From an optimization exercise on the open Yosys and OpenROAD flow, aimed at small area, a short achievable clock period and few clock cycles; shortcuts taken in it are not production practice. Where RTL was checked, it was by simulation tests only, not by an equivalence proof against the original. No activity file was given, so power comes from the tool's default toggle rates.

==> flow/design.v (excerpt) <==
module rs_cudu_v2(
	input clock, reset,
	input sqrt_start, input [19:0] data_in,
	output sqrt_done, output [9:0] data_out
);
Size: ~190 cells after synthesis, roughly 27 flip-flops, ~34 I/O pins.
==> module pair_mux, before the edit <==
module pair_mux(input [2:0] cnt, input [19:0] d, output reg [1:0] pr);
always @(*)
	case (cnt)
		3'd0: pr = d[13:12];
		3'd1: pr = d[11:10];
		3'd2: pr = d[9:8];
		3'd3: pr = d[7:6];
		3'd4: pr = d[5:4];
		3'd5: pr = d[3:2];
		default: pr = d[1:0];
	endcase
endmodule
==> module rs_cudu_v2, before the edit <==
module rs_cudu_v2(
	input clock, reset,
	input sqrt_start, input [19:0] data_in,
	output sqrt_done, output [9:0] data_out
);
reg [2:0] cnt;		 
reg [9:0] q;		 
reg [9:0] r;		 
reg [1:0] pr;		 
reg neg;		 
reg done;
assign sqrt_done = done;
assign data_out = q;
wire [2:0] q0;
wire [9:0] r0;
seed_lut u_seed (.d(data_in[19:14]), .q0(q0), .r0(r0));
wire [9:0] rc [0:1];
wire [9:0] qc [0:1];
assign rc[0] = r;
assign qc[0] = q;
nr_step s0 (.r(rc[0]), .q(qc[0]), .p(pr[1:0]), .neg(neg), .r_n(rc[1]), .q_n(qc[1]));
wire [9:0] r_n = rc[1];
wire [9:0] q_n = qc[1];
always @(posedge clock, posedge reset)
	if (reset) cnt <= 3'd0;
	else if (sqrt_start) cnt <= 3'd1;
	else if (cnt != 3'd0) cnt <= cnt + 3'd1;
always @(posedge clock, posedge reset)
	if (reset) done <= 1'b0;
	else done <= (cnt == 3'd6);
wire [1:0] pr_n;
pair_mux u_pair (.cnt(cnt), .d(data_in), .pr(pr_n));
always @(posedge clock) begin
	if (sqrt_start) begin
		q <= {7'd0, q0};
		r <= r0;
		neg <= ~q0[0];
	end else begin
		if (cnt != 3'd0) q <= q_n;
		r <= r_n;
		neg <= ~q_n[0];
	end
	pr <= pr_n;
end
endmodule
Settings: LEC_CHECK=0, CAP_MARGIN=20, CORE_MARGIN=2, CORE_UTILIZATION=40, SETUP_SLACK_MARGIN=2.9, SLEW_MARGIN=20; clock period 5.0 ns.
standard.sh (not shown) runs the stock make flow with config.mk's settings and CLKGATE_MAP_FILE= SYNTH_SCRIPT=/design/flow/synth_recipe.tcl, a recipe that flattens the netlist after the stock synthesis.
==> flow/flow/run.sh <==
#!/bin/bash
# The standard layout, with plain buf_1 cells as the port buffers.
set -euo pipefail
export BUFFER_PORTS_ARGS="-buffer_cell sky130_fd_sc_hd__buf_1"
bash standard.sh > make_finish.log 2>&1
Testbench counts at the start, summed over its fixed seeds: cycles 32,008.
==> next run, changes <==
--- a/flow/design.v
+++ b/flow/design.v
@@ -71,15 +71,13 @@
 assign {q0, r0} = seed(d);
 endmodule
-module pair_mux(input [2:0] cnt, input [19:0] d, output reg [1:0] pr);
-always @(*)
-	case (cnt)
-		3'd0: pr = d[13:12];
-		3'd1: pr = d[11:10];
-		3'd2: pr = d[9:8];
-		3'd3: pr = d[7:6];
-		3'd4: pr = d[5:4];
-		3'd5: pr = d[3:2];
-		default: pr = d[1:0];
-	endcase
+module pair_mux(input [3:0] js, input [19:0] d, output [1:0] pr);
+assign pr =
+	({2{~js[3] & ~js[0]}} & d[13:12]) |	 
+	({2{ js[3] & ~js[2]}} & d[11:10]) |	 
+	({2{ js[2] & ~js[1]}} & d[9:8]) |	 
+	({2{ js[1] & ~js[0]}} & d[7:6]) |	 
+	({2{ js[3] &  js[0]}} & d[5:4]) |	 
+	({2{~js[3] &  js[2]}} & d[3:2]) |	 
+	({2{~js[2] &  js[1]}} & d[1:0]);	 
 endmodule
 module nr_step(
@@ -109,11 +107,10 @@
 	output sqrt_done, output [9:0] data_out
 );
-reg [2:0] cnt;		 
+reg [3:0] js;		 
 reg [9:0] q;		 
 reg [9:0] r;		 
 reg [1:0] pr;		 
 reg neg;		 
-reg done;
-assign sqrt_done = done;
+assign sqrt_done = js[0] & ~js[1];	 
 assign data_out = q;
 wire [2:0] q0;
@@ -128,12 +125,8 @@
 wire [9:0] q_n = qc[1];
 always @(posedge clock, posedge reset)
-	if (reset) cnt <= 3'd0;
-	else if (sqrt_start) cnt <= 3'd1;
-	else if (cnt != 3'd0) cnt <= cnt + 3'd1;
-always @(posedge clock, posedge reset)
-	if (reset) done <= 1'b0;
-	else done <= (cnt == 3'd6);
+	if (reset) js <= 4'd0;
+	else js <= {~js[0] & (sqrt_start | js[3]), js[3:1]};
 wire [1:0] pr_n;
-pair_mux u_pair (.cnt(cnt), .d(data_in), .pr(pr_n));
+pair_mux u_pair (.js(js), .d(data_in), .pr(pr_n));
 always @(posedge clock) begin
 	if (sqrt_start) begin
@@ -142,5 +135,5 @@
 		neg <= ~q0[0];
 	end else begin
-		if (cnt != 3'd0) q <= q_n;
+		if (js[3] | js[0]) q <= q_n;	 
 		r <= r_n;
 		neg <= ~q_n[0];
Design area is lower slightly.
Setup slack is better by 24 ps.
Clock skew hardly moves.
Non-clock buffer count is higher by 6.
Core utilization is higher by 3.7 points.
Combinational power is lower by roughly a tenth.
Wire length is higher by a few percent.
Via count is higher slightly.
Global-route usage is higher by 0.29 points.
Area after synthesis is lower by a few percent.
Fmax is higher slightly.
Sequential share of layout area is higher by 0.52 points.
Testbench counts after the change, summed over its fixed seeds: cycles 32,008.

* * *

Another version of the RTL of rs_cudu_v2 (not shown whole).
For scale: roughly 220 cells after synthesis, about 34 I/O pins, about 1900 µm² of cells after synthesis.
==> module rs_cudu_v2, before the edit <==
module rs_cudu_v2(
	input clock, reset,
	input sqrt_start, input [19:0] data_in,
	output sqrt_done, output [9:0] data_out
);
reg [2:0] cnt;		 
reg [9:0] q;		 
reg [9:0] r;		 
reg [1:0] pr;		 
reg neg;		 
assign sqrt_done = (cnt == 3'd7);
assign data_out = q;
function [12:0] seed;
	input [5:0] d;
	case (d)
		6'd0: seed = {3'd0, 10'd0};
		6'd1: seed = {3'd1, 10'd0};
		6'd2: seed = {3'd1, 10'd1};
		6'd3: seed = {3'd1, 10'd2};
		6'd4: seed = {3'd2, 10'd0};
		6'd5: seed = {3'd2, 10'd1};
		6'd6: seed = {3'd2, 10'd2};
		6'd7: seed = {3'd2, 10'd3};
		6'd8: seed = {3'd2, 10'd4};
		6'd9: seed = {3'd3, 10'd0};
		6'd10: seed = {3'd3, 10'd1};
		6'd11: seed = {3'd3, 10'd2};
		6'd12: seed = {3'd3, 10'd3};
		6'd13: seed = {3'd3, 10'd4};
		6'd14: seed = {3'd3, 10'd5};
		6'd15: seed = {3'd3, 10'd6};
		6'd16: seed = {3'd4, 10'd0};
		6'd17: seed = {3'd4, 10'd1};
		6'd18: seed = {3'd4, 10'd2};
		6'd19: seed = {3'd4, 10'd3};
		6'd20: seed = {3'd4, 10'd4};
		6'd21: seed = {3'd4, 10'd5};
		6'd22: seed = {3'd4, 10'd6};
		6'd23: seed = {3'd4, 10'd7};
		6'd24: seed = {3'd4, 10'd8};
		6'd25: seed = {3'd5, 10'd0};
		6'd26: seed = {3'd5, 10'd1};
		6'd27: seed = {3'd5, 10'd2};
		6'd28: seed = {3'd5, 10'd3};
		6'd29: seed = {3'd5, 10'd4};
		6'd30: seed = {3'd5, 10'd5};
		6'd31: seed = {3'd5, 10'd6};
		6'd32: seed = {3'd5, 10'd7};
		6'd33: seed = {3'd5, 10'd8};
		6'd34: seed = {3'd5, 10'd9};
		6'd35: seed = {3'd5, 10'd10};
		6'd36: seed = {3'd6, 10'd0};
		6'd37: seed = {3'd6, 10'd1};
		6'd38: seed = {3'd6, 10'd2};
		6'd39: seed = {3'd6, 10'd3};
		6'd40: seed = {3'd6, 10'd4};
		6'd41: seed = {3'd6, 10'd5};
		6'd42: seed = {3'd6, 10'd6};
		6'd43: seed = {3'd6, 10'd7};
		6'd44: seed = {3'd6, 10'd8};
		6'd45: seed = {3'd6, 10'd9};
		6'd46: seed = {3'd6, 10'd10};
		6'd47: seed = {3'd6, 10'd11};
		6'd48: seed = {3'd6, 10'd12};
		6'd49: seed = {3'd7, 10'd0};
		6'd50: seed = {3'd7, 10'd1};
		6'd51: seed = {3'd7, 10'd2};
		6'd52: seed = {3'd7, 10'd3};
		6'd53: seed = {3'd7, 10'd4};
		6'd54: seed = {3'd7, 10'd5};
		6'd55: seed = {3'd7, 10'd6};
		6'd56: seed = {3'd7, 10'd7};
		6'd57: seed = {3'd7, 10'd8};
		6'd58: seed = {3'd7, 10'd9};
		6'd59: seed = {3'd7, 10'd10};
		6'd60: seed = {3'd7, 10'd11};
		6'd61: seed = {3'd7, 10'd12};
		6'd62: seed = {3'd7, 10'd13};
		6'd63: seed = {3'd7, 10'd14};
	endcase
endfunction
wire [2:0] q0;
wire [9:0] r0;
assign {q0, r0} = seed(data_in[19:14]);
wire [9:0] rc [0:1];
wire [9:0] qc [0:1];
assign rc[0] = r;
assign qc[0] = q;
nr_step s0 (.r(rc[0]), .q(qc[0]), .p(pr[1:0]), .neg(neg), .r_n(rc[1]), .q_n(qc[1]));
wire [9:0] r_n = rc[1];
wire [9:0] q_n = qc[1];
always @(posedge clock, posedge reset)
	if (reset) cnt <= 3'd0;
	else if (sqrt_start) cnt <= 3'd1;
	else if (cnt != 3'd0) cnt <= cnt + 3'd1;
always @(posedge clock) begin
	if (sqrt_start) begin
		q <= {7'd0, q0};
		r <= r0;
		neg <= 1'b0;
	end else begin
		if (cnt != 3'd0) q <= q_n;
		r <= r_n;
		neg <= ~q_n[0];
	end
	case (cnt)
		3'd0: pr <= data_in[13:12];
		3'd1: pr <= data_in[11:10];
		3'd2: pr <= data_in[9:8];
		3'd3: pr <= data_in[7:6];
		3'd4: pr <= data_in[5:4];
		3'd5: pr <= data_in[3:2];
		default: pr <= data_in[1:0];
	endcase
end
endmodule
Settings: LEC_CHECK=0, CAP_MARGIN=20, CORE_MARGIN=2, CORE_UTILIZATION=40, SETUP_SLACK_MARGIN=2.8, SLEW_MARGIN=20; clock period 5.0 ns.
Scripts as last shown in full above: flow/flow/run.sh
==> next run, changes <==
--- a/flow/design.v
+++ b/flow/design.v
@@ -28,9 +28,10 @@
 reg [9:0] q;		 
 reg [9:0] r;		 
 reg [1:0] pr;		 
 reg neg;		 
-assign sqrt_done = (cnt == 3'd7);
+reg done;
+assign sqrt_done = done;
 assign data_out = q;
 function [12:0] seed;
 	input [5:0] d;
 	case (d)
@@ -113,8 +114,11 @@
 always @(posedge clock, posedge reset)
 	if (reset) cnt <= 3'd0;
 	else if (sqrt_start) cnt <= 3'd1;
 	else if (cnt != 3'd0) cnt <= cnt + 3'd1;
+always @(posedge clock, posedge reset)
+	if (reset) done <= 1'b0;
+	else done <= (cnt == 3'd6);
 always @(posedge clock) begin
 	if (sqrt_start) begin
 		q <= {7'd0, q0};
 		r <= r0;
=> Worst setup slack improved by 0.10 ns. Total power went down by 0.50%. Clock-buffer cell count went down by 1. Maximum frequency went up by 5.1%. Die area went up by 0.94%. Sequential power went up by about 3%. Critical path depth went up by 5. Routed wire length went up by 1.9%. Global-route usage went up by 0.44 points. Area after synthesis went up by 1.0%. Sequential share of layout area went up by 1.2 points. Cell count went up by 0.66%. First-iteration DRC count went up by 100%. Synthesized cell count went up by 0.45%.
Function was not checked in any run of this note: the RTL went through the layout flow alone.

==> what the ideal ports hide <==
The flow's constraints put no driver on any port. The routed layouts listed below were extracted and timed again, unchanged, in two steps. Step 1: set_driving_cell puts a clkbuf_16 on clock and a buf_2 on each other input, an assumption about the parent block. Step 2 also shifts input and output timing later by t, the mid clock arrival at the registers, as if the neighbouring blocks saw the same clock. Three values: ideal ports, drivers, drivers and shift; two values: the first two.
run | shift t [ns] | slack for setup (ns) | worst setup path at the end | worst register clock-pin slew, ns | pins driven straight from the clock port
the first run of note 1 | 0.303 | 2.902 / 2.906 / 2.603 | input to register | 0.10 / 0.10 | 1
the second run of note 1 | 0.302 | 2.926 / 2.932 / 2.630 | input to register | 0.10 / 0.10 | 1
the first run of note 2 | 0.295 | 2.839 / 2.812 / 2.590 | input to register | 0.09 / 0.09 | 1
the second run of note 2 | 0.300 | 2.944 / 2.944 / 2.657 | input to register | 0.10 / 0.10 | 1
After both steps setup and hold are still met in every run listed. The setup slack of the first run of note 1, which loses most, moves by +0.004 ns with the drivers and by -0.299 ns with both steps.
